What follows belongs to an exercise in optimizing a design on an open flow for small area; a production flow would make more cautious choices. The RTL was checked by simulation tests, not by an equivalence proof against the original design. Power and IR drop assume default switching activity.

==> flow/design.v <==
`default_nettype none
module adcSGM58600Ctrler
#(
  parameter STATUS = 8'b0000_0100,
  parameter MUX    = 8'b0001_0000,
  parameter ADCON  = 8'b0000_0001,
  parameter DRATE  = 8'b1111_0000
)(
  output reg  [23 : 0]  adc_dout_24b,
  output reg            adc_dout_24b_valid,
  output wire         adc_cs_n,
  output wire         adc_sclk,
  output reg          adc_din,
  input  wire         adc_dout,
  input  wire         adc_drdy_n,
  output wire         adc_sync_n,
  output wire         adc_rst_n,
  input  wire         clk,
  input  wire         rstn
);
reg adc_drdy_n_r1;
always @(posedge clk)
  adc_drdy_n_r1 <= adc_drdy_n;
wire adc_drdy_n_nedge = ~adc_drdy_n &  adc_drdy_n_r1;
wire adc_drdy_n_pedge =  adc_drdy_n & ~adc_drdy_n_r1;
assign adc_cs_n   = 1'b0;
assign adc_sync_n = 1'b1;
assign adc_rst_n  = rstn;
localparam [1:0] IDLE = 2'd0, WRITE_REG = 2'd1, SEND_CMD = 2'd2, READ = 2'd3;
reg [1:0] state;
reg [5:0] cnt;        
reg [1:0] adc_sclk_cnt;
wire s_idle = (state == IDLE);
wire s_wreg = (state == WRITE_REG);
wire s_cmd  = (state == SEND_CMD);
wire s_read = (state == READ);
assign adc_sclk = adc_sclk_cnt[1];
wire adc_sclk_pedge    = (adc_sclk_cnt == 2'b10);
wire adc_sclk_pedge_r1 = (adc_sclk_cnt == 2'b11);  
wire write_reg_finish  = cnt[5] & cnt[4];            
wire rdatac_cmd_finish = |cnt[5:3];                  
wire rdatac_wait_finish = cnt[5] & cnt[4] & cnt[3] & cnt[1];  
reg adc_sclk_en;
always @(*) begin
  case (state)
    WRITE_REG: adc_sclk_en = ~write_reg_finish;
    SEND_CMD:  adc_sclk_en = ~adc_drdy_n & ~rdatac_cmd_finish;
    READ:      adc_sclk_en = ~adc_drdy_n;
    default:   adc_sclk_en = 1'b0;
  endcase
end
always @(posedge clk) begin
  if (adc_sclk_en)
    adc_sclk_cnt <= adc_sclk_cnt + 1'b1;
  else if (adc_sclk_cnt == 2'b10)
    adc_sclk_cnt <= 2'b11;
  else
    adc_sclk_cnt <= 2'b00;
end
always @(posedge clk) begin
  if (~rstn) begin
    state <= IDLE;
    cnt   <= 6'd0;
  end else
    case (state)
      IDLE: if (adc_drdy_n_nedge) state <= WRITE_REG;
      WRITE_REG:
        if (adc_drdy_n_nedge && write_reg_finish) begin
          state <= SEND_CMD;
          cnt   <= 6'd0;
        end else if (adc_sclk_pedge)
          cnt <= cnt + 1'b1;
      SEND_CMD:
        if (rdatac_wait_finish)
          state <= READ;
        else if (adc_sclk_pedge || rdatac_cmd_finish)
          cnt <= cnt + 1'b1;
      default: ;
    endcase
end
localparam [48:0] WREG_FRAME = {1'b0, 4'b0101, 4'h0, 4'h0, 4'h3, STATUS, MUX, ADCON, DRATE};
wire wreg_bit = WREG_FRAME[6'd48 - cnt];
always @(*) begin
  case (state)
    WRITE_REG: adc_din = wreg_bit;
    SEND_CMD:  adc_din = (cnt >= 6'd7);  
    default:   adc_din = 1'b0;
  endcase
end
reg [23:0] adc_dout_24b_temp;
always @(posedge clk) begin
  if (s_read) begin
    if (adc_sclk_pedge_r1)
      adc_dout_24b_temp <= {adc_dout_24b_temp[22:0], adc_dout};
  end else
    adc_dout_24b_temp <= 24'd0;
end
always @(posedge clk) begin
  if (~rstn)
    adc_dout_24b <= 24'd0;
  else if (s_read && adc_drdy_n_pedge)
    adc_dout_24b <= adc_dout_24b_temp;
end
always @(posedge clk)
  adc_dout_24b_valid <= s_read & adc_drdy_n_pedge;
endmodule
`resetall
make LEC_CHECK=0 ABC_AREA=1 CAP_MARGIN=20 CORE_MARGIN=2 CORE_UTILIZATION=40 CTS_BUF_LIST=sky130_fd_sc_hd__clkbuf_4 CTS_CLUSTER_SIZE=30 SLEW_MARGIN=20 finish   # period 10.0 ns
run.sh (not shown) runs the stock make flow with config.mk's settings and CLKGATE_MAP_FILE= SYNTH_SCRIPT=/design/flow/synth_recipe.tcl, a recipe that flattens the netlist after the stock synthesis.
Edit:
- ABC_AREA: 1 -> default
- CTS_BUF_LIST: sky130_fd_sc_hd__clkbuf_4 -> default
- CTS_CLUSTER_SIZE: 30 -> default
=>
- routed wire length drops by 2.4%
- power climbs by 12%
- cell count drops by 6.6%

-- static timing again, ports no longer ideal --
The flow's constraints put no driver on any port. The routed layouts listed below were extracted and timed again, unchanged, in two steps.
Step 1 (the two cells are an assumption about what drives the block):
set clk [get_ports {clk}]
set_driving_cell -lib_cell sky130_fd_sc_hd__clkbuf_16 $clk
set_driving_cell -lib_cell sky130_fd_sc_hd__buf_2 [delete_from_list [all_inputs] $clk]
Step 2 times the ports against the registers' clock, not the clock port: input delays grow and output delays shrink by t, the midpoint of the rising clock arrivals with the driver on.
Three values: ideal, step 1, step 2; two values: the first two.
run	t, ns	setup WS [ns]	slew at the worst register clock pin (ns)	pins driven straight from the clock port
the first run	0.417	4.160 / 4.134 / 4.134	0.10 / 0.10	1
the second run	0.358	4.713 / 4.687 / 4.687	0.07 / 0.07	1
After both steps setup and hold are still met in every run listed.
